This is an optimization exercise on Yosys and OpenROAD, whose aim is small area and a short achievable clock period, not a production implementation. The RTL was checked by simulation tests, not by an equivalence proof against the original design. Power is estimated from default activity; no workload was simulated.

--- constraint.sdc ---
create_clock -name core_clock -period 3.2 [get_ports {clk}]
set_input_delay 0.6400 -clock core_clock [delete_from_list [all_inputs] [get_ports {clk}]]
set_output_delay 0.6400 -clock core_clock [all_outputs]
set_load 0.01 [all_outputs]
--- run.sh ---
#!/bin/bash
# synth_recipe.tcl (not shown) runs the flow's synth.tcl, then flattens the netlist and writes it again
# the make line also repeats each setting of config.mk as NAME=value (left out here)
make -C /OpenROAD-flow-scripts/flow DESIGN_CONFIG=/design/flow/config.mk WORK_HOME=/design/flow/orfs CLKGATE_MAP_FILE= SYNTH_SCRIPT=/design/flow/synth_recipe.tcl finish
--- design.v ---
module cam_xnor2 (input logic a, b, output logic y);
  assign y = ~(a ^ b);
endmodule
module cam_nand4 (input logic a, b, c, d, output logic y);
  assign y = ~(a & b & c & d);
endmodule
module cam_nand2 (input logic a, b, output logic y);
  assign y = ~(a & b);
endmodule
module cam_nor3 (input logic a, b, c, output logic y);
  assign y = ~(a | b | c);
endmodule
module cam_nor2 (input logic a, b, output logic y);
  assign y = ~(a | b);
endmodule
module cam_or2 (input logic a, b, output logic y);
  assign y = a | b;
endmodule
module cam_and2 (input logic a, b, output logic y);
  assign y = a & b;
endmodule
module cam_dec2 (input logic [1:0] a, output logic [3:0] y);
  always_comb for (int n=0; n<4; n++) y[n] = (a == n);
endmodule
module cam_dec3 (input logic en, input logic [2:0] a, output logic [7:0] y);
  always_comb for (int n=0; n<8; n++) y[n] = en & (a == n);
endmodule
module cam_hold (input logic q, d, we, we_n, output logic y);
  assign y = (we & d) | (we_n & q);
endmodule
module cam_match (
  input  logic [31:0] entry,
  input  logic        off,
  input  logic [31:0] key,
  output logic        miss
);
  logic [31:0] eq;
  logic [7:0]  ne4;
  logic [3:0]  eq8;
  genvar j;
  generate
    for (j=0; j<32; j++) begin : bit_gen
      cam_xnor2 u_x (.a(entry[j]), .b(key[j]), .y(eq[j]));
    end
    for (j=0; j<8; j++) begin : n4_gen
      cam_nand4 u_n (.a(eq[4*j]), .b(eq[4*j+1]), .c(eq[4*j+2]), .d(eq[4*j+3]), .y(ne4[j]));
    end
    for (j=1; j<4; j++) begin : e8_gen
      cam_nor2 u_e (.a(ne4[2*j]), .b(ne4[2*j+1]), .y(eq8[j]));
    end
  endgenerate
  cam_nor3 u_e0 (.a(ne4[0]), .b(ne4[1]), .c(off), .y(eq8[0]));
  cam_nand4 u_m (.a(eq8[0]), .b(eq8[1]), .c(eq8[2]), .d(eq8[3]), .y(miss));
endmodule
module cam_grp4 (
  input  logic [3:0] miss,
  output logic       any, b0, b1
);
  cam_nand4 u_any (.a(miss[0]), .b(miss[1]), .c(miss[2]), .d(miss[3]), .y(any));
  cam_nand2 u_b0  (.a(miss[1]), .b(miss[3]), .y(b0));
  cam_nand2 u_b1  (.a(miss[2]), .b(miss[3]), .y(b1));
endmodule
module cam_or8 (input logic [7:0] a, output logic y);
  logic [3:0] n;
  genvar j;
  generate for (j=0; j<4; j++) begin : n_gen
    cam_nor2 u_n (.a(a[2*j]), .b(a[2*j+1]), .y(n[j]));
  end endgenerate
  cam_nand4 u_y (.a(n[0]), .b(n[1]), .c(n[2]), .d(n[3]), .y(y));
endmodule
module cam_or4 (input logic [3:0] a, output logic y);
  logic [1:0] n;
  cam_nor2 u_n0 (.a(a[0]), .b(a[1]), .y(n[0]));
  cam_nor2 u_n1 (.a(a[2]), .b(a[3]), .y(n[1]));
  cam_nand2 u_y (.a(n[0]), .b(n[1]), .y(y));
endmodule
module cam_core #(
  parameter DATA_WIDTH = 32,
  parameter ADDR_WIDTH = 5
  ) (
  input  logic                  clk,
  input  logic                  reset,
  input  logic                  cam_we,
  input  logic [ADDR_WIDTH-1:0] cam_addr,
  input  logic [DATA_WIDTH-1:0] cam_data,
  input  logic                  cam_valid,
  input  logic [DATA_WIDTH-1:0] lookup_data,
  output logic [ADDR_WIDTH-1:0] lookup_addr,
  output logic                  lookup_hit
);
  localparam ADDR_DEPTH = 2**ADDR_WIDTH;
  logic [DATA_WIDTH-1:0] lookup_table [ADDR_DEPTH];
  logic [ADDR_DEPTH-1:0] lookup_inval;
  logic [ADDR_DEPTH-1:0] lookup_off;
  logic [ADDR_DEPTH-1:0] lookup_miss;
  logic [ADDR_WIDTH-1:0] lookup_addr_d;
  logic                  lookup_hit_d;
  logic [3:0] dec_lo;
  logic [7:0] dec_hi;
  logic [ADDR_DEPTH-1:0] wsel, wsel_n;
  logic cam_valid_n;
  cam_dec2 u_dec_lo (.a(cam_addr[1:0]), .y(dec_lo));
  cam_dec3 u_dec_hi (.en(cam_we), .a(cam_addr[4:2]), .y(dec_hi));
  assign cam_valid_n = ~cam_valid;
  genvar i, k;
  generate for (i=0; i<ADDR_DEPTH; i++) begin : store_gen
    logic [DATA_WIDTH-1:0] nxt;
    logic inval_nxt;
    cam_and2  u_ws  (.a(dec_lo[i%4]), .b(dec_hi[i/4]), .y(wsel[i]));
    cam_nand2 u_wsn (.a(dec_lo[i%4]), .b(dec_hi[i/4]), .y(wsel_n[i]));
    for (k=0; k<DATA_WIDTH; k++) begin : bit_gen
      cam_hold u_h (.q(lookup_table[i][k]), .d(cam_data[k]), .we(wsel[i]), .we_n(wsel_n[i]), .y(nxt[k]));
    end
    always_ff @(posedge clk) begin
      lookup_table[i] <= nxt;
    end
    logic inval_hold;
    cam_hold u_vh (.q(lookup_inval[i]), .d(cam_valid_n), .we(wsel[i]), .we_n(wsel_n[i]), .y(inval_hold));
    cam_or2 u_vr (.a(inval_hold), .b(reset), .y(inval_nxt));
    always_ff @(posedge clk) begin
      lookup_inval[i] <= inval_nxt;
    end
  end endgenerate
  generate for (i=0; i<ADDR_DEPTH; i++) begin : lookup_gen
    cam_or2 u_off (.a(lookup_inval[i]), .b(reset), .y(lookup_off[i]));
    cam_match u_match (
      .entry(lookup_table[i]), .off(lookup_off[i]), .key(lookup_data),
      .miss(lookup_miss[i])
    );
  end endgenerate
  logic [7:0] grp_any, grp_b0, grp_b1;
  generate for (k=0; k<8; k++) begin : grp_gen
    cam_grp4 u_g (.miss(lookup_miss[4*k +: 4]), .any(grp_any[k]), .b0(grp_b0[k]), .b1(grp_b1[k]));
  end endgenerate
  cam_or8 u_a0 (.a(grp_b0), .y(lookup_addr_d[0]));
  cam_or8 u_a1 (.a(grp_b1), .y(lookup_addr_d[1]));
  cam_or4 u_a2 (.a({grp_any[7], grp_any[5], grp_any[3], grp_any[1]}), .y(lookup_addr_d[2]));
  cam_or4 u_a3 (.a({grp_any[7], grp_any[6], grp_any[3], grp_any[2]}), .y(lookup_addr_d[3]));
  cam_or4 u_a4 (.a({grp_any[7], grp_any[6], grp_any[5], grp_any[4]}), .y(lookup_addr_d[4]));
  cam_or8 u_hit (.a(grp_any), .y(lookup_hit_d));
  always_ff @(posedge clk) begin
    lookup_addr <= lookup_addr_d;
    lookup_hit  <= lookup_hit_d;
  end
endmodule
--- config.mk ---
export PLATFORM = sky130hd
export DESIGN_NAME = cam_core
export DESIGN_NICKNAME = cam_core
export VERILOG_FILES = /design/flow/design.v
export SDC_FILE = /design/flow/constraint.sdc
export NUM_CORES = 4
export LEC_CHECK = 0
export CAP_MARGIN = 20
export CORE_MARGIN = 2
export CORE_UTILIZATION = 65
export CTS_CLUSTER_DIAMETER = 80
export CTS_CLUSTER_SIZE = 25
export PLACE_DENSITY = 0.75
export SETUP_SLACK_MARGIN = 1.4
export SLEW_MARGIN = 20
export SYNTH_HIERARCHICAL = 1
==> results.txt <==
-- modules after synthesis, one instance, submodules excluded, excerpt --
module | cell area (um^2) | times used | cells inside
cam_nand4 | 6.256 | 299 | 1
cam_dec2 | 26.28 | 1 | 4
cam_nor3 | 10.01 | 32 | 1
cam_nor2 | 3.754 | 114 | 1
cam_core | 21260 | 1 | 1063
cam_nand2 | 3.754 | 51 | 1
cam_dec3 | 96.34 | 1 | 8
cam_xnor2 | 8.758 | 1024 | 1
cam_and2 | 6.256 | 32 | 1
cam_hold | 8.758 | 1056 | 1
cam_or2 | 6.256 | 64 | 1
-- report_power, final --
| part | switching (mW) | total [mW] | internal [mW] | leakage [nW] |
|---|---|---|---|---|
| registers | 1.86 | 17.6 | 15.8 | 8.84 |
| logic | 3.04 | 7.06 | 4.02 | 9.83 |
| clock network | 4.32 | 7.42 | 3.10 | 0.686 |
-- state kept, by name (all words and copies together) (netlist names) --
name	flops
lookup_table	1024
lookup_hit	1
lookup_inval	32
lookup_addr	5
-- layout by cell type, fill, tap and decap left out, drive strengths merged, types with 2 or more instances in the layout --
master / instances
nand2: 51
clkinvlp: 3
xnor2: 1024
clkbuf: 58
and2: 34
a22o: 1056
and2b: 2
bufbuf: 2
and4bb: 3
dfxtp: 1062
and4b: 3
inv: 2
nand4: 299
or2: 64
nor2: 115
dlygate4sd2: 5
buf: 381
clkinv: 2
nor3: 32
diode: 2
bufinv: 2
-- cell families (layout without fill, tap and decap cells) --
| family | after synthesis | after routing | share of synthesized area [%] |
|---|---|---|---|
| xor gates and xnor gates | 1024 | 1024 | 20.85 |
| DFF | 1062 | 1062 | 49.43 |
| AOI/OAI and AO/OA | 1056 | 1056 | 21.50 |
| buffers and inverters | 1 | 457 | 0.008718 |
| other | 0 | 2 | 0 |
| and+or+nand+nor | 604 | 606 | 8.214 |
-- critical path, stage by stage --
cell	delay, ps
buf_8	120
buf_12	170
buf_16	190
buf_6	140
xnor2_2	120
nand4_1	110
nor2_1	70
nand4_1	210
nand4_1	330
nor2_1	230
nand4_1	100
-- cell type report --
cell class | instances | area, um^2
fillers | 4357 | 15500
flip-flops and latches | 1062 | 21280
inverters | 1 | 3.754
repair buffers | 394 | 4210
multi-input cells | 2686 | 22130
diodes | 2 | 5.005
well taps | 864 | 1081
clock buffers | 54 | 1308
clock inverters | 8 | 105.1
-- metal layers --
layer | global-route usage, % | share of wire (%) | vias to the layer above
met5 | 0 | 0.0050 | -
met4 | 28.27 | 7.5 | 2
met3 | 11.25 | 14 | 582
met2 | 64.72 | 42 | 2524
met1 | 58.84 | 37 | 17660
li1 | - | - | 15040
-- how the worst max path moves through the flow --
stage | startpoint | endpoint | slack, ps | cells past startpoint
final | lookup_data[25] | lookup_hit$_DFF_P_ | 1290 | 11
after detailed placement | cam_addr[1] | lookup_table[30][20]$_DFF_P_ | 350 | 5
after global routing | lookup_data[25] | lookup_hit$_DFF_P_ | 1340 | 11
after global placement | cam_addr[1] | lookup_inval[6]$_DFF_P_ | 410 | 5
after floorplan | cam_addr[3] | lookup_inval[1]$_DFF_P_ | 1130 | 4
after CTS | lookup_addr[1]$_DFF_P_ | lookup_addr[1] | 1370 | 1
-- repair_timing --
item	4_1_cts	5_1_grt
gates cloned	7	4
setup buffers	34	37
hold buffers	0	0
setup endpoints to repair	996	31
pin swaps	16	50
gates resized for setup	106	83
-- per-stage QoR --
step | hold WS [ps] | cells | util (%) | area (um^2)
2_1_floorplan | 461.0 | 3747 | - | 43190
3_3_place_gp | 472.7 | 4925 | 71.91 | 47200
3_5_place_dp | 474.1 | 4925 | 71.91 | 47200
4_1_cts | 208.2 | 5028 | 75.23 | 49370
5_1_grt | 231.1 | 5069 | 76.37 | 50120
6_report | 224.2 | 5071 | 76.38 | 50130
==> metrics.csv <==
stage;metric;value;unit
run_status;outcome;no timing/DRC/antenna violations;
sta;Final period util;59.63;%
logic_synthesis;Top FF cell, synth;dfxtp_1;
floorplanning;Initial Util;65.54;%
sta;setup TNS;0;ps
sta;Rel. slew slack;29.08;%
sta;worst slew pin tran;1064;ps
clocking;Reg clk slew, reported paths;100;ps
clocking;TritonCTS buffer count;49;
placement;pre-CTS setup slack;350.0;ps
clocking;Skew-Pair Late Insertion Delay;660;ps
logic_synthesis;area leader, netlist;dfxtp_1;
cells_and_area;Nets;4267;
placement;hpwl dp;94.93;mm
drt;post-DR wirelength/cell;31.24;um
drt;drt pass-1 iters;6;
grt;largest net degree at the start of global routing;38;
floorplanning;Die Wd;261.3;um
worst_setup_path;R2R setup slack;1420;ps
sta;count of pins over their slew limit;0;
power;pwr/cell area;640.2;nW/um^2
logic_synthesis;Cells after Synth;3747;
placement;number of port buffers;78;
cells_and_area;fraction of layout cells with a size suffix above 1;13.89;%
power;Leak;19.36;nW
floorplanning;core area;65630;um^2
grt;vias in the first global route;34480;
drt;Vias;35810;
power;total power;32.09;mW
sta;RSZ-0062 raised after global routing;true;
drt;post-DR vias/cell;7.061;
grt;total gr overflow;0;
logic_synthesis;Syn Nets;3820;
logic_synthesis;synthesized area per cell;11.48;um^2
floorplanning;I/O pin total;79;
logic_synthesis;post-synthesis sequential area ratio;49.43;%
power;Peak VDD IR;563.5;uV
worst_setup_path;Crit path required time;3740;ps
clocking;H-tree levels;2;
logic_synthesis;flops & latches, synth;1062;
worst_setup_path;R2R cell count;7;
floorplanning;Row Count;94;
placement;Routability Congestion;0.9070;
worst_setup_path;CP endpoint kind;flip-flop;
drt;DRT iter0 DRCs;4730;
logic_synthesis;most common cell in the netlist;dfxtp_1;
min_path;min-delay src;cam_data[7];
drt;drt drc;0;
sta;f_max;524.1;MHz
worst_setup_path;worst r2r dst;lookup_addr[0]$_DFF_P_;
sta;fin worst setup slack;1292;ps
floorplanning;chip height;261.3;um
cells_and_area;Syn-to-layout area delta;16.53;%
logic_synthesis;Netlist cell types;17;
clocking;buffer type at the clock tree root;clkbuf_16;
worst_setup_path;Crit Path Category;in2reg;
logic_synthesis;Synth top cells by count;1,062 x dfxtp_1, 1,056 x a22o_1, 1,024 x xnor2_1;
min_path;Worst Hold Depth;2;
sta;Setup Skew;33.67;ps
grt;first-pass GRT wire length;224.5;mm
grt;Total GRT Usage;44.40;%
logic_synthesis;top cell type's share of synthesized area;49.43;%
worst_setup_path;CP startpoint kind;input pin;
run;Max Cap Viol;0;
drt;drt total wl;158.4;mm
grt;antenna violations before repair;4;
logic_synthesis;synth warn;11;
worst_setup_path;Critical R2R Launch;lookup_table[13][7]$_DFF_P_;
sta;Hold Vio Cnt, Final;0;
logic_synthesis;Post-Syn Area;43020;um^2
floorplanning;die area;68250;um^2
sta;final setup fails;0;
sta;Final min period;1908;ps
worst_setup_path;Worst Path Max Fanout;7;
clocking;Clock Path Buffers;3;
clocking;CTS tree;yes;
logic_synthesis;Synth async-reset ratio;0;%
min_path;worst min path class;in2reg;
drt;post-route ant nets;0;
worst_setup_path;crit path DAT;2450;ps
min_path;Hold Path End;lookup_table[7][7]$_DFF_P_;
logic_synthesis;EDFF count, synth;0;
clocking;clk sink count;1062;
logic_synthesis;largest cells by area after synthesis;dfxtp_1 49%, a22o_1 22%, xnor2_1 21%, nand4_1 4.3%, nor2_1 1.0%;

## port drivers added, routing unchanged
In the flow no input, the clock included, has a driving cell. The finished layout below was timed again as built, in two steps.
Step 1: set_driving_cell puts a clkbuf_16 on clk and a buf_2 on each other input, an assumption about the parent block.
Step 2 times the ports against the registers' clock, not the clock port: input delays grow and output delays shrink by t, the midpoint of the rising clock arrivals with the driver on.
a / b / c = ideal ports / drivers / drivers and shift; a / b = the first two.
t (ns): 0.714
setup slack, ns: 1.292 / 1.321 / 0.607
clock arrival spread, ns: 0.034 / 0.034
pins driven straight from the clock port: 1
After both steps setup and hold are still met in this run. The setup slack of this run moves by +0.029 ns with the drivers and by -0.685 ns with both steps.
